Background: an optimization exercise with open tools, aiming at small area. Do not read the settings as production practice.
Where RTL was checked, it was by simulation tests only, not by an equivalence proof against the original.
No functional check of the RTL was part of run 1.
Power is estimated from default activity; no workload was simulated.

[design/flow/design.v]
`timescale 1ns / 1ps
`default_nettype none
module mem_iso_top
(
    input wire [4:0]                        axi_s_awid,
    input wire [32:0]                       axi_s_awaddr,
    input wire [7:0]                        axi_s_awlen,
    input wire [2:0]                        axi_s_awsize,
    input wire [1:0]                        axi_s_awburst,
    input wire                              axi_s_awvalid,
    output wire                             axi_s_awready,
    input wire [127:0]                      axi_s_wdata,
    input wire [15:0]                       axi_s_wstrb,
    input wire                              axi_s_wlast,
    input wire                              axi_s_wvalid,
    output wire                             axi_s_wready,
    output wire [4:0]                       axi_s_bid,
    output wire [1:0]                       axi_s_bresp,
    output wire                             axi_s_bvalid,
    input wire                              axi_s_bready,
    input wire [4:0]                        axi_s_arid,
    input wire [32:0]                       axi_s_araddr,
    input wire [7:0]                        axi_s_arlen,
    input wire [2:0]                        axi_s_arsize,
    input wire [1:0]                        axi_s_arburst,
    input wire                              axi_s_arvalid,
    output wire                             axi_s_arready,
    output wire [4:0]                       axi_s_rid,
    output wire [127:0]                     axi_s_rdata,
    output wire [1:0]                       axi_s_rresp,
    output wire                             axi_s_rlast,
    output wire                             axi_s_rvalid,
    input wire                              axi_s_rready,
    output wire [4:0]                       axi_m_awid,
    output wire [32:0]                      axi_m_awaddr,
    output wire [7:0]                       axi_m_awlen,
    output wire [2:0]                       axi_m_awsize,
    output wire [1:0]                       axi_m_awburst,
    output wire                             axi_m_awuser,
    output wire                             axi_m_awvalid,
    input wire                              axi_m_awready,
    output wire [127:0]                     axi_m_wdata,
    output wire [15:0]                      axi_m_wstrb,
    output wire                             axi_m_wlast,
    output wire                             axi_m_wvalid,
    input wire                              axi_m_wready,
    input wire [4:0]                        axi_m_bid,
    input wire [1:0]                        axi_m_bresp,
    input wire                              axi_m_bvalid,
    output wire                             axi_m_bready,
    output wire [4:0]                       axi_m_arid,
    output wire [32:0]                      axi_m_araddr,
    output wire [7:0]                       axi_m_arlen,
    output wire [2:0]                       axi_m_arsize,
    output wire [1:0]                       axi_m_arburst,
    output wire                             axi_m_aruser,
    output wire                             axi_m_arvalid,
    input wire                              axi_m_arready,
    input wire [4:0]                        axi_m_rid,
    input wire [127:0]                      axi_m_rdata,
    input wire [1:0]                        axi_m_rresp,
    input wire                              axi_m_rlast,
    input wire                              axi_m_rvalid,
    output wire                             axi_m_rready,
    input wire  [31:0]                      ctrl_awaddr,
    input wire                              ctrl_awvalid,
    output wire                             ctrl_awready,
    input wire  [31:0]                      ctrl_wdata,
    input wire                              ctrl_wvalid,
    output wire                             ctrl_wready,
    output wire [1:0]                       ctrl_bresp,
    output wire                             ctrl_bvalid,
    input wire                              ctrl_bready,
    input wire  [31:0]                      ctrl_araddr,
    input wire                              ctrl_arvalid,
    output wire                             ctrl_arready,
    output wire [31:0]                      ctrl_rdata,
    output wire [1:0]                       ctrl_rresp,
    output wire                             ctrl_rvalid,
    input wire                              ctrl_rready,
    input wire  aclk,
    input wire  aresetn
);
    wire rst = ~aresetn;
    reg         decouple;
    reg         tclear;
    reg [15:0]  aw_init;
    reg [8:0]   aw_upd;
    reg [15:0]  ar_init;
    reg [8:0]   ar_upd;
    reg [4:0]   wtime;
    reg [4:0]   btime;
    reg [4:0]   rtime;
    reg         werr, berr, rerr;
    wire        irq = wtime[4] | btime[4] | rtime[4] | werr | berr | rerr;
    reg         vaw_valid;
    reg [4:0]   vaw_id;
    reg [32:0]  vaw_addr;
    reg [7:0]   vaw_len;
    reg [2:0]   vaw_size;
    reg [1:0]   vaw_burst;
    reg         vw_valid;
    reg [127:0] vw_data;
    reg [15:0]  vw_strb;
    reg         vw_last;
    reg         var_valid;
    reg [4:0]   var_id;
    reg [32:0]  var_addr;
    reg [7:0]   var_len;
    reg [2:0]   var_size;
    reg [1:0]   var_burst;
    reg         saw_v, saw_f, saw_fn;
    reg [50:0]  saw_d0, saw_d1;
    reg         sw_v, sw_f, sw_fn;
    reg [144:0] sw_d0, sw_d1;
    reg         sb_v, sb_f;
    reg [6:0]   sb_d0, sb_d1;
    reg         sar_v, sar_f, sar_fn;
    reg [50:0]  sar_d0, sar_d1;
    reg         sr_v, sr_f, sr_fn;
    reg [135:0] sr_d0, sr_d1;
    wire        sr_out_last;
    reg [3:0]   outst_trans;
    reg [23:0]  aw_tok;
    reg [23:0]  ar_tok;
    reg [3:0]   fifo_wp, fifo_rp;
    wire        fifo_empty = (fifo_wp == fifo_rp);
    wire        fifo_full = (fifo_wp[2:0] == fifo_rp[2:0]) && (fifo_wp[3] != fifo_rp[3]);
    wire [8:0]  aw_lenp1 = {1'b0, vaw_len} + 9'd1;
    wire [16:0] aw_diff = {1'b0, aw_tok[23:8]} - {4'b0, aw_lenp1, 4'hF};
    wire        aw_throttled = aw_diff[16];
    wire        aw_dec = outst_trans[3] | aw_throttled;
    wire        w_dec = (outst_trans == 4'd0);
    wire [8:0]  ar_lenp1 = {1'b0, var_len} + 9'd1;
    wire [12:0] ar_diff = {1'b0, ar_tok[23:12]} - {4'b0, ar_lenp1};
    wire        ar_throttled = ar_diff[12];
    wire sh_awvalid = vaw_valid & ~aw_dec;
    wire sh_awready = saw_f ? 1'b0 : ~aw_dec;
    wire sh_wvalid  = vw_valid & ~w_dec;
    wire sh_wready  = ~sw_f & ~w_dec;
    wire sh_arvalid = var_valid & ~ar_throttled;
    wire sh_arready = ~sar_f & ~ar_throttled;
    reg         sticky_aw, sticky_ar;
    reg [3:0]   outst_wresp, outst_rresp;
    wire dany = decouple | irq;
    wire vaw_rdy = sh_awready | ~vaw_valid;
    wire v_awready = vaw_rdy & ~fifo_full;
    wire vw_rdy = sh_wready | ~vw_valid;
    wire v_wready = vw_rdy & ~fifo_empty;
    wire var_rdy = sh_arready | ~var_valid;
    wire safe_aw = (dany & ~sticky_aw) | outst_wresp[3];
    wire d_awvalid = ~safe_aw & (axi_s_awvalid | sticky_aw);
    assign axi_s_awready = ~safe_aw & v_awready;
    wire aw_push = d_awvalid & v_awready;
    wire safe_w = dany & fifo_empty;
    wire d_wvalid = ~safe_w & (irq | axi_s_wvalid);
    assign axi_s_wready = ~safe_w & v_wready;
    wire [15:0] d_wstrb = irq ? 16'd0 : axi_s_wstrb;
    wire no_wresp = (outst_wresp == 4'd0);
    wire safe_b = dany & no_wresp;
    assign axi_s_bvalid = ~safe_b & sb_v;
    wire d_bready = ~safe_b & (irq | axi_s_bready);
    wire b_fire = sb_v & d_bready;
    wire safe_ar = (dany & ~sticky_ar) | outst_rresp[3];
    wire d_arvalid = ~safe_ar & (axi_s_arvalid | sticky_ar);
    assign axi_s_arready = ~safe_ar & var_rdy;
    wire no_rresp = (outst_rresp == 4'd0);
    wire safe_r = dany & no_rresp;
    assign axi_s_rvalid = ~safe_r & sr_v;
    wire d_rready = ~safe_r & (irq | axi_s_rready);
    wire r_fire = sr_v & d_rready;
    always @(posedge aclk) begin
        if (rst) sticky_aw <= 1'b0;
        else if (axi_s_awvalid & ~v_awready & ~dany) sticky_aw <= 1'b1;
        else if (v_awready) sticky_aw <= 1'b0;
    end
    always @(posedge aclk) begin
        if (rst) sticky_ar <= 1'b0;
        else if (axi_s_arvalid & ~var_rdy & ~dany) sticky_ar <= 1'b1;
        else if (var_rdy) sticky_ar <= 1'b0;
    end
    wire b_acc = axi_s_bvalid & d_bready;
    always @(posedge aclk) begin
        if (rst) outst_wresp <= 4'd0;
        else if (aw_push & ~b_acc) outst_wresp <= outst_wresp + 4'd1;
        else if (~aw_push & b_acc) outst_wresp <= outst_wresp - 4'd1;
    end
    wire ar_acc = d_arvalid & var_rdy;
    wire rl_acc = axi_s_rvalid & d_rready & sr_out_last;
    always @(posedge aclk) begin
        if (rst) outst_rresp <= 4'd0;
        else if (ar_acc & ~rl_acc) outst_rresp <= outst_rresp + 4'd1;
        else if (~ar_acc & rl_acc) outst_rresp <= outst_rresp - 4'd1;
    end
    wire decouple_done = fifo_empty & no_wresp & no_rresp & ~sticky_aw & ~sticky_ar & decouple;
    wire [4:0] decouple_status = {safe_r, dany & ~sticky_ar, safe_b & safe_aw, safe_w & safe_aw, dany & ~sticky_aw};
    wire [2:0] aw_esize = (axi_s_awsize > 3'd4) ? 3'd4 : axi_s_awsize;
    wire aw_len_ok = (axi_s_awlen == 8'd15) || (axi_s_awlen == 8'd7) || (axi_s_awlen == 8'd3) || (axi_s_awlen == 8'd1);
    wire [1:0] aw_eburst = (axi_s_awburst == 2'b10 && !aw_len_ok) ? 2'b01 : axi_s_awburst;
    wire [3:0] aw_amask = 4'hF << aw_esize;
    wire [32:0] aw_eaddr = (aw_eburst == 2'b10) ? {axi_s_awaddr[32:4], axi_s_awaddr[3:0] & aw_amask} : axi_s_awaddr;
    always @(posedge aclk) begin
        if (vaw_rdy) begin
            vaw_id <= axi_s_awid;
            vaw_addr <= aw_eaddr;
            vaw_len <= axi_s_awlen;
            vaw_size <= aw_esize;
            vaw_burst <= aw_eburst;
        end
    end
    always @(posedge aclk) begin
        if (rst) vaw_valid <= 1'b0;
        else if (aw_push) vaw_valid <= 1'b1;
        else if (sh_awready) vaw_valid <= 1'b0;
    end
    reg [7:0] fifo_mem [0:7];
    wire [7:0] fifo_head = fifo_mem[fifo_rp[2:0]];
    always @(posedge aclk) begin
        if (aw_push) fifo_mem[fifo_wp[2:0]] <= axi_s_awlen;
    end
    reg [7:0] wcnt;
    wire w_acc = d_wvalid & v_wready;
    wire w_islast = (wcnt == fifo_head);
    wire fifo_pop = w_acc & w_islast;
    always @(posedge aclk) begin
        if (rst) begin
            fifo_wp <= 4'd0;
            fifo_rp <= 4'd0;
        end else begin
            if (aw_push) fifo_wp <= fifo_wp + 4'd1;
            if (fifo_pop) fifo_rp <= fifo_rp + 4'd1;
        end
    end
    always @(posedge aclk) begin
        if (rst) wcnt <= 8'd0;
        else if (w_acc) wcnt <= w_islast ? 8'd0 : wcnt + 8'd1;
    end
    always @(posedge aclk) begin
        if (vw_rdy) begin
            vw_data <= axi_s_wdata;
            vw_strb <= d_wstrb;
            vw_last <= w_islast;
        end
    end
    always @(posedge aclk) begin
        if (rst) vw_valid <= 1'b0;
        else if (w_acc) vw_valid <= 1'b1;
        else if (sh_wready) vw_valid <= 1'b0;
    end
    wire [2:0] ar_esize = (axi_s_arsize > 3'd4) ? 3'd4 : axi_s_arsize;
    wire ar_len_ok = (axi_s_arlen == 8'd15) || (axi_s_arlen == 8'd7) || (axi_s_arlen == 8'd3) || (axi_s_arlen == 8'd1);
    wire [1:0] ar_eburst = (axi_s_arburst == 2'b10 && !ar_len_ok) ? 2'b01 : axi_s_arburst;
    wire [3:0] ar_amask = 4'hF << ar_esize;
    wire [32:0] ar_eaddr = (ar_eburst == 2'b10) ? {axi_s_araddr[32:4], axi_s_araddr[3:0] & ar_amask} : axi_s_araddr;
    always @(posedge aclk) begin
        if (var_rdy) begin
            var_id <= axi_s_arid;
            var_addr <= ar_eaddr;
            var_len <= axi_s_arlen;
            var_size <= ar_esize;
            var_burst <= ar_eburst;
        end
    end
    always @(posedge aclk) begin
        if (rst) var_valid <= 1'b0;
        else if (d_arvalid & var_rdy) var_valid <= 1'b1;
        else if (sh_arready) var_valid <= 1'b0;
    end
    always @(posedge aclk) begin
        if (rst | w_acc | tclear) wtime <= 5'd1;
        else if (v_wready & ~d_wvalid) wtime <= wtime + 5'd1;
    end
    always @(posedge aclk) begin
        if (rst | b_fire | tclear) btime <= 5'd1;
        else if (sb_v & ~d_bready) btime <= btime + 5'd1;
    end
    always @(posedge aclk) begin
        if (rst | r_fire | tclear) rtime <= 5'd1;
        else if (sr_v & ~d_rready) rtime <= rtime + 5'd1;
    end
    always @(posedge aclk) begin
        if (rst | tclear) begin
            werr <= 1'b0;
            berr <= 1'b0;
            rerr <= 1'b0;
        end else begin
            if (wtime[4]) werr <= 1'b1;
            if (btime[4]) berr <= 1'b1;
            if (rtime[4]) rerr <= 1'b1;
        end
    end
    wire aw_acc = vaw_valid & ~saw_f & ~aw_dec;
    wire wl_acc = vw_valid & ~sw_f & vw_last & ~w_dec;
    always @(posedge aclk) begin
        if (rst) outst_trans <= 4'd0;
        else if (aw_acc & ~wl_acc) outst_trans <= outst_trans + 4'd1;
        else if (~aw_acc & wl_acc) outst_trans <= outst_trans - 4'd1;
    end
    reg [3:0] w_add_back, b_add_back, r_add_back;
    always @(posedge aclk) begin
        if (rst | vw_valid) w_add_back <= 4'd15;
        else if (~sw_f & ~w_dec & (w_add_back != 4'd0)) w_add_back <= w_add_back - 4'd1;
    end
    always @(posedge aclk) begin
        if (rst | d_bready) b_add_back <= 4'd15;
        else if (sb_v & (b_add_back != 4'd0)) b_add_back <= b_add_back - 4'd1;
    end
    always @(posedge aclk) begin
        if (rst | d_rready) r_add_back <= 4'd15;
        else if (sr_v & (r_add_back != 4'd0)) r_add_back <= r_add_back - 4'd1;
    end
    wire w_fire = vw_valid & ~sw_f & ~w_dec;
    reg [12:0] aw_sum;
    reg [12:0] ar_sum;
    always @(posedge aclk) begin
        if (rst) begin
            aw_sum <= 13'd0;
            ar_sum <= 13'd0;
        end else begin
            aw_sum <= {({1'b0, w_fire ? w_add_back : 4'd0} + {1'b0, b_fire ? b_add_back : 4'd0} + {4'd0, aw_upd[8]}), aw_upd[7:0]};
            ar_sum <= {({1'b0, r_fire ? r_add_back : 4'd0} + {4'd0, ar_upd[8]}), ar_upd[7:0]};
        end
    end
    wire [23:0] aw_base = aw_acc ? {aw_diff[15:0], aw_tok[7:0]} : aw_tok;
    wire [24:0] aw_next = {1'b0, aw_base} + {12'd0, aw_sum};
    wire aw_gt_init = {aw_tok[23:8], |aw_tok[7:0]} > {aw_init, 1'b0};
    always @(posedge aclk) begin
        if (rst) aw_tok <= 24'd0;
        else if (~saw_f & aw_gt_init & ~vaw_valid & w_dec) aw_tok <= {aw_init, 8'd0};
        else if (aw_next[24]) aw_tok <= 24'hFFFFFF;
        else aw_tok <= aw_next[23:0];
    end
    wire ar_acc_s = var_valid & ~sar_f & ~ar_throttled;
    wire [23:0] ar_base = ar_acc_s ? {ar_diff[11:0], ar_tok[11:0]} : ar_tok;
    wire [24:0] ar_next = {1'b0, ar_base} + {12'd0, ar_sum};
    wire ar_gt_init = {ar_tok[23:8], |ar_tok[7:0]} > {ar_init, 1'b0};
    always @(posedge aclk) begin
        if (rst) ar_tok <= 24'd0;
        else if (~sar_f & ar_gt_init & ~var_valid) ar_tok <= {ar_init, 8'd0};
        else if (ar_next[24]) ar_tok <= 24'hFFFFFF;
        else ar_tok <= ar_next[23:0];
    end
    always @(posedge aclk) begin
        if (rst) begin
            saw_v <= 1'b0;
            saw_f <= 1'b0;
            saw_fn <= 1'b1;
        end else begin
            saw_v <= (sh_awvalid & ~saw_f) | saw_f | (saw_v & ~axi_m_awready);
            saw_f <= ~axi_m_awready & (saw_f | (saw_v & sh_awvalid));
            saw_fn <= ~(~axi_m_awready & (saw_f | (saw_v & sh_awvalid)));
        end
    end
    always @(posedge aclk) begin
        if (sh_awvalid & saw_fn) saw_d0 <= {vaw_id, vaw_addr, vaw_len, vaw_size, vaw_burst};
        saw_d1 <= {axi_m_awid, axi_m_awaddr, axi_m_awlen, axi_m_awsize, axi_m_awburst};
    end
    assign {axi_m_awid, axi_m_awaddr, axi_m_awlen, axi_m_awsize, axi_m_awburst} = (saw_d1 & {51{saw_f}}) | (saw_d0 & {51{saw_fn}});
    assign axi_m_awvalid = saw_v;
    reg [7:0] awx_win;
    reg       awx_hi;
    always @(*) begin
        case (axi_m_awsize)
            3'd0: begin awx_win = axi_m_awaddr[7:0];  awx_hi = &axi_m_awaddr[11:8]; end
            3'd1: begin awx_win = axi_m_awaddr[8:1];  awx_hi = &axi_m_awaddr[11:9]; end
            3'd2: begin awx_win = axi_m_awaddr[9:2];  awx_hi = &axi_m_awaddr[11:10]; end
            3'd3: begin awx_win = axi_m_awaddr[10:3]; awx_hi = axi_m_awaddr[11]; end
            default: begin awx_win = axi_m_awaddr[11:4]; awx_hi = 1'b1; end
        endcase
    end
    wire [8:0] awx_sum = {1'b0, axi_m_awlen} + {1'b0, awx_win};
    assign axi_m_awuser = (axi_m_awburst == 2'b01) && awx_hi && awx_sum[8];
    always @(posedge aclk) begin
        if (rst) begin
            sw_v <= 1'b0;
            sw_f <= 1'b0;
            sw_fn <= 1'b1;
        end else begin
            sw_v <= (sh_wvalid & ~sw_f) | sw_f | (sw_v & ~axi_m_wready);
            sw_f <= ~axi_m_wready & (sw_f | (sw_v & sh_wvalid));
            sw_fn <= ~(~axi_m_wready & (sw_f | (sw_v & sh_wvalid)));
        end
    end
    always @(posedge aclk) begin
        if (sh_wvalid & sw_fn) sw_d0 <= {vw_data, vw_strb, vw_last};
        sw_d1 <= {axi_m_wdata, axi_m_wstrb, axi_m_wlast};
    end
    assign {axi_m_wdata, axi_m_wstrb, axi_m_wlast} = (sw_d1 & {145{sw_f}}) | (sw_d0 & {145{sw_fn}});
    assign axi_m_wvalid = sw_v;
    always @(posedge aclk) begin
        if (rst) begin
            sb_v <= 1'b0;
            sb_f <= 1'b0;
        end else begin
            sb_v <= (axi_m_bvalid & ~sb_f) | sb_f | (sb_v & ~d_bready);
            sb_f <= ~d_bready & (sb_f | (sb_v & axi_m_bvalid));
        end
    end
    always @(posedge aclk) begin
        if (axi_m_bvalid & ~sb_f) sb_d0 <= {axi_m_bid, axi_m_bresp};
        if (~sb_f) sb_d1 <= sb_d0;
    end
    assign axi_m_bready = ~sb_f;
    assign {axi_s_bid, axi_s_bresp} = sb_f ? sb_d1 : sb_d0;
    always @(posedge aclk) begin
        if (rst) begin
            sar_v <= 1'b0;
            sar_f <= 1'b0;
            sar_fn <= 1'b1;
        end else begin
            sar_v <= (sh_arvalid & ~sar_f) | sar_f | (sar_v & ~axi_m_arready);
            sar_f <= ~axi_m_arready & (sar_f | (sar_v & sh_arvalid));
            sar_fn <= ~(~axi_m_arready & (sar_f | (sar_v & sh_arvalid)));
        end
    end
    always @(posedge aclk) begin
        if (sh_arvalid & sar_fn) sar_d0 <= {var_id, var_addr, var_len, var_size, var_burst};
        sar_d1 <= {axi_m_arid, axi_m_araddr, axi_m_arlen, axi_m_arsize, axi_m_arburst};
    end
    assign {axi_m_arid, axi_m_araddr, axi_m_arlen, axi_m_arsize, axi_m_arburst} = (sar_d1 & {51{sar_f}}) | (sar_d0 & {51{sar_fn}});
    assign axi_m_arvalid = sar_v;
    reg [7:0] arx_win;
    reg       arx_hi;
    always @(*) begin
        case (axi_m_arsize)
            3'd0: begin arx_win = axi_m_araddr[7:0];  arx_hi = &axi_m_araddr[11:8]; end
            3'd1: begin arx_win = axi_m_araddr[8:1];  arx_hi = &axi_m_araddr[11:9]; end
            3'd2: begin arx_win = axi_m_araddr[9:2];  arx_hi = &axi_m_araddr[11:10]; end
            3'd3: begin arx_win = axi_m_araddr[10:3]; arx_hi = axi_m_araddr[11]; end
            default: begin arx_win = axi_m_araddr[11:4]; arx_hi = 1'b1; end
        endcase
    end
    wire [8:0] arx_sum = {1'b0, axi_m_arlen} + {1'b0, arx_win};
    assign axi_m_aruser = (axi_m_arburst == 2'b01) && arx_hi && arx_sum[8];
    always @(posedge aclk) begin
        if (rst) begin
            sr_v <= 1'b0;
            sr_f <= 1'b0;
            sr_fn <= 1'b1;
        end else begin
            sr_v <= (axi_m_rvalid & ~sr_f) | sr_f | (sr_v & ~d_rready);
            sr_f <= ~d_rready & (sr_f | (sr_v & axi_m_rvalid));
            sr_fn <= ~(~d_rready & (sr_f | (sr_v & axi_m_rvalid)));
        end
    end
    always @(posedge aclk) begin
        if (axi_m_rvalid & sr_fn) sr_d0 <= {axi_m_rid, axi_m_rdata, axi_m_rresp, axi_m_rlast};
        sr_d1 <= {axi_s_rid, axi_s_rdata, axi_s_rresp, sr_out_last};
    end
    assign axi_m_rready = ~sr_f;
    assign {axi_s_rid, axi_s_rdata, axi_s_rresp, sr_out_last} = (sr_d1 & {136{sr_f}}) | (sr_d0 & {136{sr_fn}});
    assign axi_s_rlast = sr_out_last;
    reg         c_wrdy;      
    reg [2:0]   c_widx;      
    reg         c_bvalid;
    reg         c_arrdy;
    reg [2:0]   c_ridx;      
    reg         c_rvalid;
    reg [15:0]  c_rdata;
    wire c_wstart = ~c_wrdy & ctrl_awvalid & ctrl_wvalid;
    wire c_wren = c_wrdy & ctrl_awvalid & ctrl_wvalid;
    wire c_rstart = ~c_arrdy & ctrl_arvalid;
    wire c_rden = c_arrdy & ctrl_arvalid & ~c_rvalid;
    always @(posedge aclk) begin
        if (rst) c_wrdy <= 1'b0;
        else c_wrdy <= c_wstart;
    end
    always @(posedge aclk) begin
        if (c_wstart) c_widx <= (ctrl_awaddr[11:5] == 7'd0) ? ctrl_awaddr[4:2] : 3'd7;
    end
    always @(posedge aclk) begin
        if (rst) c_bvalid <= 1'b0;
        else if (c_wren & ~c_bvalid) c_bvalid <= 1'b1;
        else if (ctrl_bready) c_bvalid <= 1'b0;
    end
    always @(posedge aclk) begin
        if (rst) c_arrdy <= 1'b0;
        else c_arrdy <= c_rstart;
    end
    always @(posedge aclk) begin
        if (c_rstart) c_ridx <= (ctrl_araddr[11:5] == 7'd0) ? ctrl_araddr[4:2] : 3'd7;
    end
    always @(posedge aclk) begin
        if (rst) c_rvalid <= 1'b0;
        else if (c_rden) c_rvalid <= 1'b1;
        else if (ctrl_rready) c_rvalid <= 1'b0;
    end
    reg [15:0] c_rsel;
    always @(*) begin
        case (c_ridx)
            3'd0: c_rsel = {9'd0, decouple_status, decouple_done, decouple};
            3'd1: c_rsel = {11'd0, rerr, berr, werr, irq, tclear};
            3'd2: c_rsel = aw_init;
            3'd3: c_rsel = {7'd0, aw_upd};
            3'd4: c_rsel = ar_init;
            3'd5: c_rsel = {7'd0, ar_upd};
            default: c_rsel = 16'd0;
        endcase
    end
    always @(posedge aclk) begin
        if (c_rden) c_rdata <= c_rsel;
    end
    always @(posedge aclk) begin
        tclear <= ~rst & c_wren & (c_widx == 3'd1) & ctrl_wdata[0];
    end
    always @(posedge aclk) begin
        if (rst) begin
            decouple <= 1'b0;
            aw_init <= 16'd0;
            aw_upd <= 9'd0;
            ar_init <= 16'd0;
            ar_upd <= 9'd0;
        end else if (c_wren) begin
            if (c_widx == 3'd0) decouple <= ctrl_wdata[0];
            if (c_widx == 3'd2) aw_init <= ctrl_wdata[15:0];
            if (c_widx == 3'd3) aw_upd <= ctrl_wdata[8:0];
            if (c_widx == 3'd4) ar_init <= ctrl_wdata[15:0];
            if (c_widx == 3'd5) ar_upd <= ctrl_wdata[8:0];
        end
    end
    assign ctrl_awready = c_wrdy;
    assign ctrl_wready = c_wrdy;
    assign ctrl_bresp = 2'b00;
    assign ctrl_bvalid = c_bvalid;
    assign ctrl_arready = c_arrdy;
    assign ctrl_rdata = {16'd0, c_rdata};
    assign ctrl_rresp = 2'b00;
    assign ctrl_rvalid = c_rvalid;
endmodule
`default_nettype wire
[design/flow/flow/run.sh]
#!/bin/bash
# The standard layout (standard.sh) with these changes:
#  - synthesis: area-oriented ABC script (flow/area.abc, via flow/synth.tcl) and no hard
#    half/full-adder cells (ADDER_MAP_FILE empty), so ABC maps the adders too
#  - every port still gets a buffer, but a sky130_fd_sc_hd__buf_1
#  - CTS: clkbuf_16 leaf buffers driving clusters of up to 25 sinks within 120 um,
#    without dummy loads
# make's full output goes to standard.log; ORFS keeps each step's log under orfs/logs.
set -euo pipefail
W=$PWD
export AREA_ABC_SCRIPT=$W/flow/area.abc
export ADDER_MAP_FILE=
export BUFFER_PORTS_ARGS="-buffer_cell sky130_fd_sc_hd__buf_1"
export CTS_ARGS="-sink_clustering_enable -repair_clock_nets -dont_use_dummy_load -buf_list sky130_fd_sc_hd__clkbuf_16 -sink_clustering_size 25 -sink_clustering_max_diameter 120"
sed "s#SYNTH_SCRIPT=[^ ']*#SYNTH_SCRIPT=$W/flow/synth.tcl#" standard.sh > standard_area.sh
grep -q "SYNTH_SCRIPT=$W/flow/synth.tcl" standard_area.sh
bash standard_area.sh > standard.log 2>&1
[design/flow/flow/area.abc]
strash
ifraig
scorr
dc2
strash
dch -f
map -a
topo
strash
dch -f
amap
topo
[design/flow/flow/synth.tcl]
# The standard flow's synthesis script (synth_recipe.tcl) with one change: ABC maps the logic with
# the area-oriented script in $::env(AREA_ABC_SCRIPT) instead of ORFS's delay-driven one.
# Registers are mapped before ABC runs, so they are the standard synthesis's registers.
proc synth {args} { yosys synth -nofsm -noshare {*}$args }
proc abc {args} {
  set keep {}
  set skip 0
  foreach a $args {
    if {$skip} { set skip 0; continue }
    if {$a eq "-script" || $a eq "-D"} { set skip 1; continue }
    lappend keep $a
  }
  yosys abc -script $::env(AREA_ABC_SCRIPT) {*}$keep
}
source $::env(SCRIPTS_DIR)/synth.tcl
# left out here: clear keep_hierarchy, flatten, clean up, hide names made inside functions, write 1_2_yosys.v
[design/flow/standard.sh]
#!/bin/bash
# synth_recipe.tcl (not shown) runs the flow's synth.tcl, then flattens the netlist and writes it again
# the make line also repeats each setting of config.mk as NAME=value (left out here)
make -C /OpenROAD-flow-scripts/flow DESIGN_CONFIG=/design/flow/config.mk WORK_HOME=/design/flow/orfs CLKGATE_MAP_FILE= SYNTH_SCRIPT=/design/flow/synth_recipe.tcl "${@:-finish}"
[design/flow/config.mk]
export PLATFORM = sky130hd
export DESIGN_NAME = mem_iso_top
export DESIGN_NICKNAME = mem_iso_top
export VERILOG_FILES = /design/flow/design.v
export SDC_FILE = /design/flow/constraint.sdc
export NUM_CORES = 4
export LEC_CHECK = 0
export CAP_MARGIN = 20
export CORE_MARGIN = 2
export CORE_UTILIZATION = 60
export SLEW_MARGIN = 20
[design/flow/constraint.sdc]
create_clock -name core_clock -period 5.5 [get_ports {aclk}]
set_input_delay 1.1000 -clock core_clock [delete_from_list [all_inputs] [get_ports {aclk}]]
set_output_delay 1.1000 -clock core_clock [all_outputs]
set_load 0.01 [all_outputs]
==> impl_metrics.py, run 1 <==
metrics = {
    "floorplanning": {
        "dieHeight_um": 277,
        "std_cell_rows": 100,
        "start_util": 0.605,
        "design.core.area_sq_um": 74200,
        "floorplan.io_pins": 946,
        "design.die.area_sq_um": 77000,
        "dieWidth_um": 277,
    },
    "synth": {
        "synth_cell_types": 48,
        "post-synth-top-area-fraction": 0.484,
        "synth_top_flop_cell": "sky130_fd_sc_hd__edfxtp_1",
        "syn-instance-count": 3263,
        "synth.avg_cell_area_sq_um": 13.7,
        "yosys_warnings": 1,
        "synth_area_sq_um": 44900,
        "ys_seq_elements": 1323,
        "yosysTopAreaCell": "sky130_fd_sc_hd__edfxtp_1",
        "synth.yosys.seq_area_share": 0.752,
        "post_synth_main_area_contributors": "sky130_fd_sc_hd__edfxtp_1 (48%), sky130_fd_sc_hd__dfxtp_1 (27%), sky130_fd_sc_hd__a22o_1 (6.7%), sky130_fd_sc_hd__nor2_1 (3.1%), sky130_fd_sc_hd__o21ai_0 (2.0%)",
        "synthArstFlopShare": 0,
        "number_of_enable_flip_flop_cells_after_synthesis": 723,
    },
    "detailed_routing": {
        "num_vias": 29819,
        "post_route_antenna_net_violation_count": 0,
        "drt-pass1-iter-count": 5,
        "drt-vias-per-instance": 5.61,
        "wl_mm": 113,
        "wire_per_inst_um": 21.2,
        "remaining_drc_errors": 0,
        "drtIter0Drc": 2556,
    },
    "final_layout": {
        "final_std_cells_w_o_fill": 5315,
        "reg_area_sq_um": 33700,
        "multi_input_comb_area_sq_um": 10600,
        "filler_cell_count": 5383,
        "final_layout_size_suffix_gt1_frac": 0.0733,
        "nets": 4830,
        "area_growth_pct": 16.9,
    },
    "setup_path": {
        "crit_slowest_cell": "sky130_fd_sc_hd__or3_4",
        "critPathTopFamily": "simple AND/OR/NAND/NOR gates",
        "setup.worst_path.end_class": "flop",
        "worst_ep_arrival_time_ps": 6530,
        "worstPathRequired_ps": 6080,
        "critical_path_buf_inv_count": 5,
        "reg2reg_slack_ps": -450,
        "delay_of_the_slowest_cell_on_the_worst_path_ps": 390,
        "critical_path_launch_point_type": "flop",
        "crit_type": "flop to flop",
        "ff2ff_path_depth": 41,
        "number_of_cells_on_the_critical_path": 41,
        "worstPathMaxFanout": 7,
    },
    "clock_tree": {
        "clock_insertion_delay_worst_skew_ps": 660,
        "cts_hold_repair.buffers": 0,
        "cts.htree.levels": 2,
        "cts_tree": "yes",
        "cts.clk_slew.worst_paths_ps": 100,
        "clock-root-buffer": "sky130_fd_sc_hd__clkbuf_16",
        "cts_max_path_buffers": 3,
        "cts.sinks": 1323,
        "tritoncts_buffer_count": 58,
    },
    "sta": {
        "final_critical_period_ps": 5950,
        "period_share": 1.08,
        "report.final.hold_viol_count": 0,
        "slew_headroom": 0.323,
        "worst-slew-pin-transition_ps": 1020,
        "slew_violations": 0,
        "setup_ws_post_layout_ps": -451,
        "skew_ps": 52.1,
        "timing.hold.ws_ps": 415,
        "rsz_0062_raised_after_global_routing": "yes",
        "timing.fmax_mhz": 168,
        "setup_violations": 15,
    },
    "power_and_ir_drop": {
        "power_leakage_nw": 19.3,
        "power_per_cell_area_nw_per_um2": 397,
        "totalPowerFinal_mw": 20.8,
        "worst_ir_drop_vdd_mv": 0.278,
    },
    "place": {
        "place_congestion": 0.895,
        "detailed_place_hpwl_mm": 79.5,
        "io_buffers": 864,
        "placed_cells": 5182,
    },
    "status": {
        "outcome": "failed layout checks",
        "violated_checks": "negative setup slack",
    },
    "global_routing": {
        "grt_pass1_vias": 28360,
        "grt-ovfl-total": 0,
        "antenna_found_initial": 24,
        "first_pass_grt_wire_length_mm": 167,
        "grt_usage": 0.282,
        "grt_start_max_net_pins": 145,
    },
    "min_path": {
        "hold_path_cell_cnt": 0,
        "holdCritPathClass": "flop to flop",
    },
    "job": {
        "timing.max_cap.violations": 0,
    },
}
## cell usage in the layout, fill, tap and decap left out, drive strengths merged, types with 65 or more instances in the layout
cell / Yosys / routed
a22o: 343 / 343
edfxtp: 723 / 723
a22oi: 65 / 65
dfxtp: 600 / 600
buf: 24 / 1007
nand2: 116 / 116
o21ai: 175 / 175
o22ai: 99 / 99
nor2: 372 / 372
clkinv: 225 / 216
a21oi: 147 / 147
## cells by family after synthesis
group / Yosys count / share of synthesized area
buf+inv: 249 / 0.0226
other cells: 1 / 0.0000836
xor+xnor: 1 / 0.000195
simple gates: 685 / 0.0665
flops: 1323 / 0.752
compound gates: 1004 / 0.159
## timing repair
action	4_1_cts	5_1_grt
setup buffers	37	18
cloned	1	0
gates resized for setup	31	83
endpoints found under the hold margin	0	0
pin swaps	33	36
setup endpoints to repair	37	51
## cell type report
class | count | share of cell area
flip-flops and latches | 1323 | 0.644
multi-input cells | 1710 | 0.203
repair buffers | 1009 | 0.0852
clock buffers | 58 | 0.0277
well taps | 969 | 0.0231
inverters | 225 | 0.0167
diodes | 21 | 0.00100
## worst paths after layout
kind	from	endpoint
worst max-delay path	aw_tok[11]$_SDFF_PN0_	aw_tok[14]$_SDFF_PN0_
worst min-delay path	vw_data[70]$_DFFE_PP_	sw_d0[87]$_DFFE_PP_
worst max register to register	aw_tok[11]$_SDFF_PN0_	aw_tok[14]$_SDFF_PN0_
worst min register to register	vw_data[70]$_DFFE_PP_	sw_d0[87]$_DFFE_PP_
## power by group
group / leakage (nW) / internal (mW) / switching, mW
logic: 6.53 / 1.42 / 2.43
clock network: 0.715 / 1.88 / 2.80
registers: 12.0 / 11.9 / 0.440
## flip-flops by register name, indices dropped and copies added, names as in the netlist, 9 cells and up, named ones only
name / count
sar_d1: 51
aw_tok: 24
sr_d1: 136
saw_d1: 51
aw_init: 16
vw_data: 128
ar_init: 16
ar_tok: 24
fifo_mem: 64
ar_sum: 13
var_addr: 33
c_rdata: 16
sar_d0: 51
sr_d0: 136
ar_upd: 9
sw_d0: 145
sw_d1: 145
vw_strb: 16
aw_sum: 13
vaw_addr: 33
saw_d0: 51
aw_upd: 9
## cell usage after synthesis, types with 12 or more instances
| cell type | n |
|---|---|
| sky130_fd_sc_hd__a211oi_1 | 62 |
| sky130_fd_sc_hd__a21oi_1 | 147 |
| sky130_fd_sc_hd__a22o_1 | 343 |
| sky130_fd_sc_hd__a22oi_1 | 65 |
| sky130_fd_sc_hd__and2_0 | 16 |
| sky130_fd_sc_hd__buf_4 | 21 |
| sky130_fd_sc_hd__clkinv_1 | 225 |
| sky130_fd_sc_hd__dfxtp_1 | 600 |
| sky130_fd_sc_hd__edfxtp_1 | 723 |
| sky130_fd_sc_hd__nand2_1 | 116 |
| sky130_fd_sc_hd__nand3_1 | 20 |
| sky130_fd_sc_hd__nor2_1 | 372 |
| sky130_fd_sc_hd__nor2b_1 | 45 |
| sky130_fd_sc_hd__nor3_1 | 59 |
| sky130_fd_sc_hd__nor4_1 | 16 |
| sky130_fd_sc_hd__o21a_1 | 31 |
| sky130_fd_sc_hd__o21ai_0 | 175 |
| sky130_fd_sc_hd__o221ai_1 | 12 |
| sky130_fd_sc_hd__o22ai_1 | 99 |
## layer usage
layer  up-vias  global-route usage  share of wire
li1      14410                   -              -
met1     14310               0.355           0.40
met2       925               0.488           0.51
met3       168              0.0553          0.064
met4         6              0.0959          0.030
met5         -                   0        0.00030
## stage by stage
step	setup WS [ps]	area, sq um	utilization	TNS [ps]
global placement	-394	50200	0.676	-6360
global route	-840	52400	0.707	-15170
floorplan	-554	45000	-	-29560
CTS	-405	52000	0.701	-6820
detailed placement	-612	50200	0.676	-11050
finish	-451	52400	0.707	-5640
==> run 2, diff against run 1 <==
--- a/design/flow/design.v
+++ b/design/flow/design.v
@@ -128,11 +128,9 @@
     wire        fifo_full = (fifo_wp[2:0] == fifo_rp[2:0]) && (fifo_wp[3] != fifo_rp[3]);
     wire [8:0]  aw_lenp1 = {1'b0, vaw_len} + 9'd1;
-    wire [16:0] aw_diff = {1'b0, aw_tok[23:8]} - {4'b0, aw_lenp1, 4'hF};
-    wire        aw_throttled = aw_diff[16];
+    wire        aw_throttled = {aw_lenp1, 4'hF} > aw_tok[23:8];
     wire        aw_dec = outst_trans[3] | aw_throttled;
     wire        w_dec = (outst_trans == 4'd0);
     wire [8:0]  ar_lenp1 = {1'b0, var_len} + 9'd1;
-    wire [12:0] ar_diff = {1'b0, ar_tok[23:12]} - {4'b0, ar_lenp1};
-    wire        ar_throttled = ar_diff[12];
+    wire        ar_throttled = ar_lenp1 > ar_tok[23:12];
     wire sh_awvalid = vaw_valid & ~aw_dec;
     wire sh_awready = saw_f ? 1'b0 : ~aw_dec;
@@ -214,8 +212,27 @@
         else if (sh_awready) vaw_valid <= 1'b0;
     end
-    reg [7:0] fifo_mem [0:7];
-    wire [7:0] fifo_head = fifo_mem[fifo_rp[2:0]];
-    always @(posedge aclk) begin
-        if (aw_push) fifo_mem[fifo_wp[2:0]] <= axi_s_awlen;
+    reg [63:0] fifo_mem;
+    reg [7:0]  fifo_head;
+    always @(*) begin
+        case (fifo_rp[2:0])
+            3'd0: fifo_head = fifo_mem[7:0];
+            3'd1: fifo_head = fifo_mem[15:8];
+            3'd2: fifo_head = fifo_mem[23:16];
+            3'd3: fifo_head = fifo_mem[31:24];
+            3'd4: fifo_head = fifo_mem[39:32];
+            3'd5: fifo_head = fifo_mem[47:40];
+            3'd6: fifo_head = fifo_mem[55:48];
+            default: fifo_head = fifo_mem[63:56];
+        endcase
+    end
+    always @(posedge aclk) begin
+        if (aw_push & (fifo_wp[2:0] == 3'd0)) fifo_mem[7:0] <= axi_s_awlen;
+        if (aw_push & (fifo_wp[2:0] == 3'd1)) fifo_mem[15:8] <= axi_s_awlen;
+        if (aw_push & (fifo_wp[2:0] == 3'd2)) fifo_mem[23:16] <= axi_s_awlen;
+        if (aw_push & (fifo_wp[2:0] == 3'd3)) fifo_mem[31:24] <= axi_s_awlen;
+        if (aw_push & (fifo_wp[2:0] == 3'd4)) fifo_mem[39:32] <= axi_s_awlen;
+        if (aw_push & (fifo_wp[2:0] == 3'd5)) fifo_mem[47:40] <= axi_s_awlen;
+        if (aw_push & (fifo_wp[2:0] == 3'd6)) fifo_mem[55:48] <= axi_s_awlen;
+        if (aw_push & (fifo_wp[2:0] == 3'd7)) fifo_mem[63:56] <= axi_s_awlen;
     end
     reg [7:0] wcnt;
@@ -322,6 +339,10 @@
         end
     end
-    wire [23:0] aw_base = aw_acc ? {aw_diff[15:0], aw_tok[7:0]} : aw_tok;
-    wire [24:0] aw_next = {1'b0, aw_base} + {12'd0, aw_sum};
+    wire [8:0]  aw_lo = {1'b0, aw_tok[7:0]} + {1'b0, aw_sum[7:0]};
+    wire [16:0] aw_k1 = {12'd0, aw_sum[12:8]} - {4'b0, aw_lenp1, 4'hF};
+    wire [16:0] aw_hi0 = {1'b0, aw_tok[23:8]} + {12'd0, aw_sum[12:8]} + {16'd0, aw_lo[8]};
+    wire [16:0] aw_hi1 = {1'b0, aw_tok[23:8]} + aw_k1 + {16'd0, aw_lo[8]};
+    wire [16:0] aw_hi = aw_acc ? aw_hi1 : aw_hi0;
+    wire [24:0] aw_next = {aw_hi, aw_lo[7:0]};
     wire aw_gt_init = {aw_tok[23:8], |aw_tok[7:0]} > {aw_init, 1'b0};
     always @(posedge aclk) begin
@@ -332,6 +353,10 @@
     end
     wire ar_acc_s = var_valid & ~sar_f & ~ar_throttled;
-    wire [23:0] ar_base = ar_acc_s ? {ar_diff[11:0], ar_tok[11:0]} : ar_tok;
-    wire [24:0] ar_next = {1'b0, ar_base} + {12'd0, ar_sum};
+    wire [12:0] ar_lo = {1'b0, ar_tok[11:0]} + {1'b0, ar_sum[11:0]};
+    wire [12:0] ar_k1 = {12'd0, ar_sum[12]} - {4'b0, ar_lenp1};
+    wire [12:0] ar_hi0 = {1'b0, ar_tok[23:12]} + {12'd0, ar_sum[12]} + {12'd0, ar_lo[12]};
+    wire [12:0] ar_hi1 = {1'b0, ar_tok[23:12]} + ar_k1 + {12'd0, ar_lo[12]};
+    wire [12:0] ar_hi = ar_acc_s ? ar_hi1 : ar_hi0;
+    wire [24:0] ar_next = {ar_hi, ar_lo[11:0]};
     wire ar_gt_init = {ar_tok[23:8], |ar_tok[7:0]} > {ar_init, 1'b0};
     always @(posedge aclk) begin
--- a/design/flow/config.mk
+++ b/design/flow/config.mk
@@ -8,4 +8,4 @@
 export CAP_MARGIN = 20
 export CORE_MARGIN = 2
-export CORE_UTILIZATION = 60
+export CORE_UTILIZATION = 70
 export SLEW_MARGIN = 20
==> run 2 against run 1 <==
  * The run now fails in I/O pin placement (3_2_place_iop)
  * Synthesized area increased by 1.6%
  * Synthesized cell count increased by 4.4%
==> impl_metrics.py, run 2 <==
metrics = {
    "synth": {
        "synthArstFlopShare": 0,
        "syn-instance-count": 3405,
        "yosys_warnings": 1,
        "synth.avg_cell_area_sq_um": 13.4,
        "post_synth_main_area_contributors": "sky130_fd_sc_hd__edfxtp_1 (48%), sky130_fd_sc_hd__dfxtp_1 (26%), sky130_fd_sc_hd__a22o_1 (6.7%), sky130_fd_sc_hd__nor2_1 (3.0%), sky130_fd_sc_hd__clkinv_1 (2.2%)",
        "yosysTopAreaCell": "sky130_fd_sc_hd__edfxtp_1",
        "number_of_enable_flip_flop_cells_after_synthesis": 723,
        "post-synth-top-area-fraction": 0.476,
        "synth_most_common_cell": "sky130_fd_sc_hd__edfxtp_1",
        "synth_cell_types": 49,
        "ys_seq_elements": 1320,
        "synth_area_sq_um": 45600,
        "ys_top_cells_by_count": "sky130_fd_sc_hd__edfxtp_1 (723), sky130_fd_sc_hd__dfxtp_1 (597), sky130_fd_sc_hd__nor2_1 (365)",
        "synth_top_flop_cell": "sky130_fd_sc_hd__edfxtp_1",
        "synth.yosys.seq_area_share": 0.738,
    },
    "floorplanning": {
        "std_cell_rows": 93,
        "dieWidth_um": 259,
        "dieHeight_um": 259,
        "start_util": 0.707,
    },
    "status": {
        "firstError": "[ERROR PPL-0024] Number of IO pins (946) exceeds maximum number of available positions (934). Increase the die perimeter from 1036.72um to 1286.56um.",
        "outcome.stop_stage": "I/O pin placement (3_2_place_iop)",
        "outcome": "did not finish",
    },
}
==> run 2: cell count changes after synthesis, moves of 7 or more <==
| cell | before | now |
|---|---|---|
| sky130_fd_sc_hd__a21oi_1 | 147 | 159 |
| sky130_fd_sc_hd__a22o_1 | 343 | 351 |
| sky130_fd_sc_hd__o21ai_0 | 175 | 200 |
| sky130_fd_sc_hd__a22oi_1 | 65 | 55 |
| sky130_fd_sc_hd__clkinv_1 | 225 | 272 |
| sky130_fd_sc_hd__nor3_1 | 59 | 68 |
| sky130_fd_sc_hd__o32ai_1 | 4 | 12 |
| sky130_fd_sc_hd__nand2_1 | 116 | 134 |
| sky130_fd_sc_hd__a221oi_1 | 11 | 27 |
| sky130_fd_sc_hd__nor2_1 | 372 | 365 |
==> run 2: cell families after synthesis <==
group	after synthesis	share of synthesized area
DFF	1320	0.738
AOI/OAI and AO/OA	1074	0.167
and+or+nand+nor	715	0.0686
buffers and inverters	295	0.0260
other	1	0.0000823
==> run 3, diff against run 2 <==
==> design/flow/flow/area.abc (replaced) <==
strash
ifraig
scorr
dc2
strash
dch -f
map -a
topo
strash
dch -f
amap
topo
strash
dch -f
amap
topo
--- a/design/flow/config.mk
+++ b/design/flow/config.mk
@@ -8,4 +8,4 @@
 export CAP_MARGIN = 20
 export CORE_MARGIN = 2
-export CORE_UTILIZATION = 70
+export CORE_UTILIZATION = 60
 export SLEW_MARGIN = 20
==> run 3 against run 2 <==
  * The run now finishes clean
  * Synthesized area decreased by 0.37%
  * Synthesized cell count down 1.4%
==> impl_metrics.py, run 3 <==
metrics = {
    "floorplanning": {
        "dieWidth_um": 279,
        "design.core.area_sq_um": 74700,
        "dieHeight_um": 279,
        "std_cell_rows": 100,
        "floorplan.io_pins": 946,
        "start_util": 0.608,
        "design.die.area_sq_um": 77900,
    },
    "final_layout": {
        "final_core_utilization": 0.704,
        "mostFrequentLayoutCells": "sky130_fd_sc_hd__buf_1 (863), sky130_fd_sc_hd__edfxtp_1 (723), sky130_fd_sc_hd__dfxtp_1 (583)",
        "layout_commonest_cell": "sky130_fd_sc_hd__buf_1",
        "area_growth_pct": 15.8,
        "final_layout_size_suffix_gt1_frac": 0.0587,
        "final_area_sq_um": 52600,
        "final_std_cells_w_o_fill": 5362,
        "layout_top_registers": "sw_d0 x145, sw_d1 x145",
        "nets": 4882,
    },
    "place": {
        "place_worst_setup_slack_ps": -175,
        "placed_cell_area_sq_um": 50600,
        "detailed_place_hpwl_mm": 83.2,
        "placed_cells": 5266,
        "io_buffers": 864,
        "place_congestion": 0.877,
    },
    "sta": {
        "skew_ps": 26.8,
        "timing.fmax_mhz": 194,
        "slew_headroom": 0.310,
        "fin_setup_tns_ps": 0,
        "setup_violations": 0,
        "slew_violations": 0,
        "final_critical_period_ps": 5150,
        "worst-slew-pin-transition_ps": 1040,
        "period_share": 0.937,
        "setup_ws_post_layout_ps": 345,
        "report.final.hold_viol_count": 0,
        "timing.hold.ws_ps": 421,
    },
    "clock_tree": {
        "tritoncts_buffer_count": 58,
        "cts.clk_slew.worst_paths_ps": 100,
        "cts_tree": "yes",
        "cts.htree.levels": 2,
        "cts.sinks": 1320,
        "clock-root-buffer": "sky130_fd_sc_hd__clkbuf_16",
        "clock_insertion_delay_worst_skew_ps": 660,
        "cts_max_path_buffers": 3,
    },
    "detailed_routing": {
        "wire_per_inst_um": 21.4,
        "wl_mm": 115,
        "drtIter0Drc": 2407,
        "drt-vias-per-instance": 5.75,
        "drt-pass1-iter-count": 7,
        "post_route_antenna_net_violation_count": 0,
        "num_vias": 30841,
        "remaining_drc_errors": 0,
    },
    "global_routing": {
        "grt_usage": 0.283,
        "grt_start_max_net_pins": 122,
        "grt-ovfl-total": 0,
        "use_met1": 0.375,
        "groute.layer.met2.usage": 0.481,
        "antenna_found_initial": 20,
        "first_pass_grt_wire_length_mm": 170,
        "groute.layer.met3.usage": 0.0565,
        "global_route_layer_with_the_greatest_usage": "met2",
        "grt_pass1_vias": 28936,
    },
    "synth": {
        "synth.avg_cell_area_sq_um": 13.5,
        "yosysTopAreaCell": "sky130_fd_sc_hd__edfxtp_1",
        "post_synth_main_area_contributors": "sky130_fd_sc_hd__edfxtp_1 (48%), sky130_fd_sc_hd__dfxtp_1 (26%), sky130_fd_sc_hd__a22o_1 (6.8%), sky130_fd_sc_hd__nor2_1 (2.6%), sky130_fd_sc_hd__clkinv_1 (2.1%)",
        "synthArstFlopShare": 0,
        "synth_area_sq_um": 45400,
        "synth_top_flop_cell": "sky130_fd_sc_hd__edfxtp_1",
        "syn-instance-count": 3359,
        "number_of_enable_flip_flop_cells_after_synthesis": 723,
        "synth_most_common_cell": "sky130_fd_sc_hd__edfxtp_1",
        "ys_seq_elements": 1320,
        "ys_top_cells_by_count": "sky130_fd_sc_hd__edfxtp_1 (723), sky130_fd_sc_hd__dfxtp_1 (597), sky130_fd_sc_hd__a22o_1 (354)",
        "post-synth-top-area-fraction": 0.478,
        "synth_cell_types": 51,
        "yosys_warnings": 1,
        "synth.yosys.seq_area_share": 0.741,
    },
    "setup_path": {
        "worstPathMaxFanout": 6,
        "timing.critical_path.mode_cell": "sky130_fd_sc_hd__nand2_1",
        "worst_ep_arrival_time_ps": 5740,
        "delay_of_the_slowest_cell_on_the_worst_path_ps": 370,
        "critical_path_launch_point_type": "flop",
        "crit_type": "flop to flop",
        "crit_slowest_cell": "sky130_fd_sc_hd__dfxtp_1",
        "ff2ff_path_depth": 42,
        "worstPathRequired_ps": 6080,
        "setup.worst_path.end_class": "flop",
    },
    "min_path": {
        "hold_path_cell_cnt": 0,
        "holdCritPathClass": "flop to flop",
    },
    "power_and_ir_drop": {
        "worst_ir_drop_vdd_mv": 0.289,
        "power_leakage_nw": 19.1,
        "totalPowerFinal_mw": 21.1,
        "power_per_cell_area_nw_per_um2": 400,
    },
    "status": {
        "outcome": "no timing/DRC/antenna violations",
    },
    "job": {
        "timing.max_cap.violations": 0,
    },
}
## run 3: cell types whose count changed after synthesis, moves of 10 or more
cell and change:
sky130_fd_sc_hd__nor2_1 -48, sky130_fd_sc_hd__o21ai_0 -12, sky130_fd_sc_hd__a21oi_1 +21, sky130_fd_sc_hd__clkinv_1 -15
sky130_fd_sc_hd__nor3_1 +10, sky130_fd_sc_hd__a221oi_1 -10, sky130_fd_sc_hd__o32ai_1 -11, sky130_fd_sc_hd__a22oi_1 +11
## run 3: path summary, 6_finish.rpt
path                                        endpoint                   start  slack (ps)
worst max-delay path            aw_tok[9]$_SDFF_PN0_    aw_tok[0]$_SDFF_PP0_         350
worst max register to register  aw_tok[9]$_SDFF_PN0_    aw_tok[0]$_SDFF_PP0_         350
worst min-delay path            saw_d0[45]$_DFFE_PP_  vaw_addr[32]$_DFFE_PP_         420
worst min register to register  saw_d0[45]$_DFFE_PP_  vaw_addr[32]$_DFFE_PP_         420
## run 3: logic make-up (layout without fill, tap and decap cells)
family / count (synthesis) / count (layout) / synth area share
buffers and inverters: 280 / 1279 / 0.0249
other: 1 / 36 / 0.0000826
AOI/OAI and AO/OA: 1086 / 1086 / 0.168
and+or+nand+nor: 671 / 671 / 0.0652
xor gates and xnor gates: 1 / 1 / 0.000193
DFF: 1320 / 1320 / 0.741
## run 3: area by class of cell
type / instances / area, sq um
Fill cell: 5439 / 22100
Multi-Input combinational cell: 1778 / 11100
Tap cell: 969 / 1210
Inverter: 257 / 972
Timing Repair Buffer: 964 / 4070
Sequential cell: 1320 / 33700
Antenna cell: 16 / 40.0
Clock buffer: 58 / 1450
## run 3: timing repair
item,4_1_cts,5_1_grt
setup buffers,3,18
hold buffers,0,0
cloned,0,1
resized for setup,15,98
endpoints found under the setup margin,40,51
pin swaps,4,36
## run 3: where the power goes
group | switching, mW | internal (mW) | leakage (nW) | total, mW
Combinational | 2.62 | 1.40 | 6.44 | 4.02
Clock | 2.80 | 1.88 | 0.715 | 4.69
Sequential | 0.502 | 11.8 | 12.0 | 12.3
## run 3: critical path: cells and delay by family, from the launching register on
kind / cells / cell delay (ps)
AOI/OAI and AO/OA: 19 / 2290
buffers and inverters: 3 / 290
DFF: 1 / 370
and+or+nand+nor: 20 / 2120
## run 3: routing by layer
metal,part of all wire,vias to the layer above
met3,0.073,175
met2,0.49,970
li1,-,14787
met1,0.41,14897
met4,0.027,12
met5,0.00071,-
==> run 4, diff against run 3 <==
==> design/flow/flow/area.abc (replaced) <==
strash
ifraig
scorr
dc2
strash
dch -f
map -a
topo
strash
dch -f
amap
topo
==> run 4 against run 3 <==
  * Critical path depth is 24 lower
  * Synthesized cell count is 1.4% higher
  * Clock skew is 5.4 ps lower
  * Sequential cell count stayed put
  * Critical path type is now flop to output pin
  * Worst setup slack worse by 30 ps
  * Sequential power hardly changed
  * Register-to-register slack worse by 20 ps
  * Hold slack worse by 15 ps
  * Global-route usage is 0.18 points lower
  * Count of clock-buffer cells in the layout stayed put
  * Synthesized area is 0.37% higher
  * Largest cell class unchanged
  * Non-clock buffer count is 14 lower
==> impl_metrics.py, run 4 <==
metrics = {
    "place": {
        "placed_cells": 5318,
        "detailed_place_hpwl_mm": 83.2,
        "placed_cell_area_sq_um": 50700,
        "place_worst_setup_slack_ps": -322,
        "place_congestion": 0.884,
        "io_buffers": 864,
    },
    "sta": {
        "fin_setup_tns_ps": 0,
        "timing.hold.ws_ps": 406,
        "report.final.hold_viol_count": 0,
        "setup_ws_post_layout_ps": 315,
        "timing.fmax_mhz": 193,
        "final_critical_period_ps": 5180,
        "slew_headroom": 0.280,
        "rsz_0062_raised_after_global_routing": "yes",
        "period_share": 0.943,
        "slew_violations": 0,
        "worst-slew-pin-transition_ps": 1080,
        "setup_violations": 0,
        "skew_ps": 21.5,
    },
    "setup_path": {
        "critical_path_buf_inv_count": 2,
        "critical_path_launch_point_type": "flop",
        "setup.worst_path.end_class": "output pin",
        "number_of_cells_on_the_critical_path": 18,
        "critPathTopFamily": "compound AO/OA/AOI/OAI gates",
        "r2r_start": "aw_tok[0]$_SDFF_PP0_",
        "worstPathRequired_ps": 4400,
        "timing.critical_path.mode_cell": "sky130_fd_sc_hd__a221oi_1",
        "worst_ep_arrival_time_ps": 4080,
        "worstPathCellList": "clkinv_1, nor4_1, a21oi_1, a221oi_1, a2111oi_2, a211oi_1, a221oi_1, nor2_1, a221oi_1, a31oi_1, o21a_1, a21oi_1, nor4b_2, or2_4, o21ai_4, o21ai_2, nor3_2, clkbuf_2",
        "worstReg2RegEnd": "aw_tok[8]$_SDFF_PN0_",
        "critical_path.endpoint": "axi_s_awready",
        "worstPathMaxFanout": 6,
        "ff2ff_path_depth": 37,
        "crit_slowest_cell": "sky130_fd_sc_hd__nor4_1",
        "reg2reg_slack_ps": 330,
        "crit_type": "flop to output pin",
        "delay_of_the_slowest_cell_on_the_worst_path_ps": 420,
        "cp-startpoint": "aw_tok[10]$_SDFF_PN0_",
    },
    "synth": {
        "synthArstFlopShare": 0,
        "ys_seq_elements": 1320,
        "syn-instance-count": 3405,
        "synth_cell_types": 49,
        "ys_top_cells_by_count": "sky130_fd_sc_hd__edfxtp_1 (723), sky130_fd_sc_hd__dfxtp_1 (597), sky130_fd_sc_hd__nor2_1 (365)",
        "synth_area_sq_um": 45600,
        "post_synth_main_area_contributors": "sky130_fd_sc_hd__edfxtp_1 (48%), sky130_fd_sc_hd__dfxtp_1 (26%), sky130_fd_sc_hd__a22o_1 (6.7%), sky130_fd_sc_hd__nor2_1 (3.0%), sky130_fd_sc_hd__clkinv_1 (2.2%)",
        "yosysTopAreaCell": "sky130_fd_sc_hd__edfxtp_1",
        "synth.avg_cell_area_sq_um": 13.4,
        "synth_top_flop_cell": "sky130_fd_sc_hd__edfxtp_1",
        "yosys_warnings": 1,
        "post-synth-top-area-fraction": 0.476,
        "number_of_enable_flip_flop_cells_after_synthesis": 723,
        "synth.yosys.seq_area_share": 0.738,
        "synth_most_common_cell": "sky130_fd_sc_hd__edfxtp_1",
    },
    "power_and_ir_drop": {
        "power_per_cell_area_nw_per_um2": 402,
        "totalPowerFinal_mw": 21.1,
        "power_leakage_nw": 19.0,
        "worst_ir_drop_vdd_mv": 0.327,
    },
    "final_layout": {
        "final_core_utilization": 0.696,
        "layout_top_registers": "sw_d0 x145, sw_d1 x145",
        "mostFrequentLayoutCells": "sky130_fd_sc_hd__buf_1 (862), sky130_fd_sc_hd__edfxtp_1 (723), sky130_fd_sc_hd__dfxtp_1 (583)",
        "nets": 4915,
        "area_growth_pct": 15.4,
        "final_area_sq_um": 52600,
        "final_std_cells_w_o_fill": 5411,
        "final_layout_size_suffix_gt1_frac": 0.0535,
        "layout_commonest_cell": "sky130_fd_sc_hd__buf_1",
    },
    "clock_tree": {
        "tritoncts_buffer_count": 58,
        "cts_hold_repair.buffers": 0,
        "cts_max_path_buffers": 3,
        "clock-root-buffer": "sky130_fd_sc_hd__clkbuf_16",
        "cts.htree.levels": 2,
        "cts.clk_slew.worst_paths_ps": 100,
        "cts_tree": "yes",
        "clock_insertion_delay_worst_skew_ps": 650,
        "cts.sinks": 1320,
    },
    "status": {
        "outcome": "no timing/DRC/antenna violations",
    },
    "floorplanning": {
        "std_cell_rows": 101,
        "dieWidth_um": 280,
        "design.core.area_sq_um": 75600,
        "floorplan.io_pins": 946,
        "design.die.area_sq_um": 78200,
        "dieHeight_um": 280,
        "start_util": 0.603,
    },
    "global_routing": {
        "grt_usage": 0.282,
        "grt_pass1_vias": 28802,
        "first_pass_grt_wire_length_mm": 170,
        "grt-ovfl-total": 0,
        "antenna_found_initial": 32,
        "grt_start_max_net_pins": 137,
    },
    "detailed_routing": {
        "remaining_drc_errors": 0,
        "drt-vias-per-instance": 5.66,
        "wire_per_inst_um": 21.1,
        "drtIter0Drc": 1986,
        "wl_mm": 114,
        "drt-pass1-iter-count": 6,
        "num_vias": 30620,
        "post_route_antenna_net_violation_count": 0,
    },
    "min_path": {
        "holdCritPathClass": "flop to flop",
    },
    "job": {
        "timing.max_cap.violations": 0,
    },
}
-- run 4: cell types whose count changed in the layout (fill, tap and decap cells not counted), moves of 9 or more --
cell,before,now
sky130_fd_sc_hd__a21oi_1,179,157
sky130_fd_sc_hd__nor3_1,74,63
sky130_fd_sc_hd__a22oi_1,62,53
sky130_fd_sc_hd__o21ai_0,163,178
sky130_fd_sc_hd__a211oi_1,47,56
sky130_fd_sc_hd__o32ai_1,1,11
sky130_fd_sc_hd__nor2_1,302,355
sky130_fd_sc_hd__clkinv_1,251,264
-- run 4: cell type report --
class | instances | area, sq um
timing repair inverter | 1 | 7.51
antenna | 23 | 57.6
sequential | 1320 | 33700
timing repair buffer | 950 | 3930
inverter | 272 | 1030
tap | 978 | 1220
clock buffer | 58 | 1450
multi-input combinational | 1809 | 11200
fill | 5706 | 23000
-- run 4: logic make-up after synthesis --
group	synth area share
other	0.0000823
buffers and inverters	0.0260
AND/OR/NAND/NOR	0.0686
flip-flops	0.738
AO/OA/AOI/OAI	0.167
-- run 4: where the power goes --
group / total, mW / switching, mW / internal [mW]
combinational: 4.12 / 2.68 / 1.44
sequential: 12.3 / 0.495 / 11.9
clock: 4.68 / 2.80 / 1.88
total: 21.1 / 5.97 / 15.2
-- run 4: how the worst min path moves through the flow --
stage / start / endpoint / slack (ps) / cells after the start
after floorplan: var_burst[0]$_DFFE_PP_ / sar_d0[0]$_DFFE_PP_ / 400 / 0
after global placement: vaw_addr[31]$_DFFE_PP_ / saw_d0[44]$_DFFE_PP_ / 400 / 0
after detailed placement: var_addr[9]$_DFFE_PP_ / sar_d0[22]$_DFFE_PP_ / 400 / 0
after CTS: var_addr[26]$_DFFE_PP_ / sar_d0[39]$_DFFE_PP_ / 410 / 0
after global routing: var_addr[26]$_DFFE_PP_ / sar_d0[39]$_DFFE_PP_ / 410 / 0
final: var_addr[26]$_DFFE_PP_ / sar_d0[39]$_DFFE_PP_ / 410 / 0
-- run 4: what timing repair did --
action | CTS | global route
gates resized for setup | 15 | 83
gates cloned | 1 | 0
setup buffers | 2 | 9
pin swaps | 5 | 34
setup endpoints to repair | 27 | 110
-- run 4: routing by layer --
layer,GRT usage,vias up,wire length (um)
met2,0.468,984,56000
met3,0.0722,198,8960
li1,-,14889,-
met5,0,-,93
met4,0.107,16,3910
met1,0.357,14533,45500
==> run 5, diff against run 4 <==
--- a/design/flow/config.mk
+++ b/design/flow/config.mk
@@ -9,3 +9,4 @@
 export CORE_MARGIN = 2
 export CORE_UTILIZATION = 60
+export GPL_TIMING_DRIVEN = 0
 export SLEW_MARGIN = 20
==> run 5 against run 4 <==
  * Still clean on timing, DRC and antenna
  * Sequential power is essentially flat
  * Via count grew 1.6%
  * Clock skew grew 33 ps
  * Power grew 1.5%
  * Critical endpoint unchanged
  * Sequential cell count is the same
  * Sequential share of layout area shrank 1.3 points
  * Maximum frequency shrank 3.3%
  * Hold slack lost 21 ps
  * Critical path type unchanged
==> impl_metrics.py, run 5 <==
metrics = {
    "sta": {
        "setup_violations": 0,
        "period_share": 0.975,
        "slew_headroom": 0.268,
        "slew_violations": 0,
        "setup_ws_post_layout_ps": 138,
        "rsz_0062_raised_after_global_routing": "yes",
        "report.final.hold_viol_count": 0,
        "timing.fmax_mhz": 187,
        "timing.hold.ws_ps": 385,
        "worst-slew-pin-transition_ps": 1090,
        "skew_ps": 54.1,
    },
    "global_routing": {
        "grt_start_max_net_pins": 105,
        "grt_usage": 0.287,
        "first_pass_grt_wire_length_mm": 173,
        "antenna_found_initial": 19,
    },
    "detailed_routing": {
        "wl_met3_mm": 8.60,
        "met2RoutedLength_mm": 58.7,
        "drt-vias-per-instance": 5.71,
        "remaining_drc_errors": 0,
        "num_vias": 31121,
        "drt-pass1-iter-count": 7,
        "post_route_antenna_net_violation_count": 0,
        "drtIter0Drc": 2507,
    },
    "synth": {
        "post_synth_main_area_contributors": "sky130_fd_sc_hd__edfxtp_1 (48%), sky130_fd_sc_hd__dfxtp_1 (26%), sky130_fd_sc_hd__a22o_1 (6.7%), sky130_fd_sc_hd__nor2_1 (3.0%), sky130_fd_sc_hd__clkinv_1 (2.2%)",
        "yosys_warnings": 1,
        "synth.yosys.seq_area_share": 0.738,
        "yosysTopAreaCell": "sky130_fd_sc_hd__edfxtp_1",
        "synth_cell_types": 49,
        "synth_top_flop_cell": "sky130_fd_sc_hd__edfxtp_1",
        "post-synth-top-area-fraction": 0.476,
        "number_of_enable_flip_flop_cells_after_synthesis": 723,
        "synth_area_sq_um": 45600,
    },
    "clock_tree": {
        "cts_max_path_buffers": 3,
        "clock-root-buffer": "sky130_fd_sc_hd__clkbuf_16",
        "cts.sinks": 1320,
        "clock_insertion_delay_worst_skew_ps": 670,
        "cts_tree": "yes",
        "cts.clk_slew.worst_paths_ps": 100,
        "tritoncts_buffer_count": 58,
    },
    "power_and_ir_drop": {
        "power.net_switching_mw": 6.10,
        "clockPowerShare": 0.219,
        "p_sw_frac": 0.284,
        "power_leakage_nw": 19.6,
        "pwr-share-seq": 0.575,
        "worst_ir_drop_vdd_mv": 0.314,
        "power_per_cell_area_nw_per_um2": 400,
    },
    "floorplanning": {
        "dieWidth_um": 280,
        "dieHeight_um": 280,
        "start_util": 0.603,
        "floorplan.io_pins": 946,
        "std_cell_rows": 101,
        "design.core.area_sq_um": 75600,
    },
    "setup_path": {
        "setup.worst_path.end_class": "output pin",
        "worstPathRequired_ps": 4400,
        "worstPathMaxFanout": 11,
        "crit_type": "flop to output pin",
        "critical_path_launch_point_type": "flop",
    },
    "place": {
        "io_buffers": 864,
        "placed_cell_area_sq_um": 51000,
        "placed_cells": 5300,
        "place_worst_setup_slack_ps": -1210,
        "place_congestion": 0.896,
    },
    "final_layout": {
        "layout_top_registers": "sw_d0 x145, sw_d1 x145",
        "final_layout_size_suffix_gt1_frac": 0.0729,
        "area_growth_pct": 17.8,
        "mostFrequentLayoutCells": "sky130_fd_sc_hd__buf_1 (864), sky130_fd_sc_hd__edfxtp_1 (723), sky130_fd_sc_hd__dfxtp_1 (580)",
        "final_std_cells_w_o_fill": 5452,
        "final_area_sq_um": 53700,
        "nets": 4966,
    },
    "status": {
        "outcome": "no timing/DRC/antenna violations",
    },
    "job": {
        "timing.max_cap.violations": 0,
    },
}
[run 5: path summary, 6_finish.rpt]
kind / start / to / slack, ps / cells after the start
hold reg to reg: vw_data[97]$_DFFE_PP_ / sw_d0[114]$_DFFE_PP_ / 390 / 0
setup / recovery: aw_tok[9]$_SDFF_PN0_ / axi_s_awready / 140 / 20
hold / removal: vw_data[97]$_DFFE_PP_ / sw_d0[114]$_DFFE_PP_ / 390 / 0
setup reg to reg: aw_tok[0]$_SDFF_PP0_ / aw_tok[20]$_SDFF_PN0_ / 150 / 38
[run 5: power groups by stage]
stage / logic (mW) / registers [mW] / clock network [mW]
floorplan: 2.54 / 12.4 / 0
global placement: 3.67 / 12.6 / 0
detailed placement: 3.97 / 12.5 / 0
CTS: 4.19 / 12.3 / 4.79
global route: 4.83 / 12.4 / 5.08
finish: 4.43 / 12.3 / 4.71
[run 5: kinds of logic after synthesis]
group	count (synthesis)	synth area share
buffers and inverters	295	0.0260
AOI/OAI and AO/OA	1074	0.167
other	1	0.0000823
and+or+nand+nor	715	0.0686
DFF	1320	0.738
[run 5: what timing repair did]
| item | 4_1_cts | 5_1_grt |
|---|---|---|
| buffers inserted | 63 | 18 |
| pin swaps | 20 | 43 |
| setup endpoints to repair | 96 | 122 |
| gates resized for setup | 49 | 100 |
| hold buffers | 0 | 0 |
| hold endpoints to repair | 0 | 0 |
| cloned | 2 | 1 |
[run 5: area by class of cell]
type,count,area [sq um]
fill,5470,21900
timing repair inverter,1,6.26
timing repair buffer,978,4670
buffer,23,165
sequential,1320,33700
inverter,272,1050
clock buffer,58,1450
multi-input combinational,1809,11400
antenna,13,32.5
tap,978,1220
[run 5: metal layers]
layer / vias up / global-route usage
li1: 14962 / -
met4: 8 / 0.0902
met1: 14954 / 0.366
met2: 1011 / 0.491
met5: - / 0
met3: 186 / 0.0640
[run 5: worst max-delay path: stages, from the launching register on]
cell                        delay, ps
sky130_fd_sc_hd__dfxtp_1          380
sky130_fd_sc_hd__clkinv_1         200
sky130_fd_sc_hd__nor4_2           350
sky130_fd_sc_hd__a21oi_1           80
sky130_fd_sc_hd__a221oi_1         310
sky130_fd_sc_hd__a2111oi_2         70
sky130_fd_sc_hd__a211oi_1         190
sky130_fd_sc_hd__a221oi_1          80
sky130_fd_sc_hd__nor2_1           120
sky130_fd_sc_hd__a221oi_1          60
sky130_fd_sc_hd__a31oi_1          170
sky130_fd_sc_hd__o21a_1           140
sky130_fd_sc_hd__a21oi_1           40
sky130_fd_sc_hd__nor4b_2          170
sky130_fd_sc_hd__or2_4            260
sky130_fd_sc_hd__o21ai_4          160
sky130_fd_sc_hd__clkbuf_16        220
sky130_fd_sc_hd__buf_16           160
sky130_fd_sc_hd__o21ai_2           80
sky130_fd_sc_hd__nor3_2           200
sky130_fd_sc_hd__buf_4            180

Setup slack of run 5, layout unchanged: 0.138 ns with ideal ports, 0.066 ns with driving cells assumed (clock clkbuf_16, inputs buf_2), 0.152 ns with port delays also shifted by the 0.720 ns mid clock arrival.
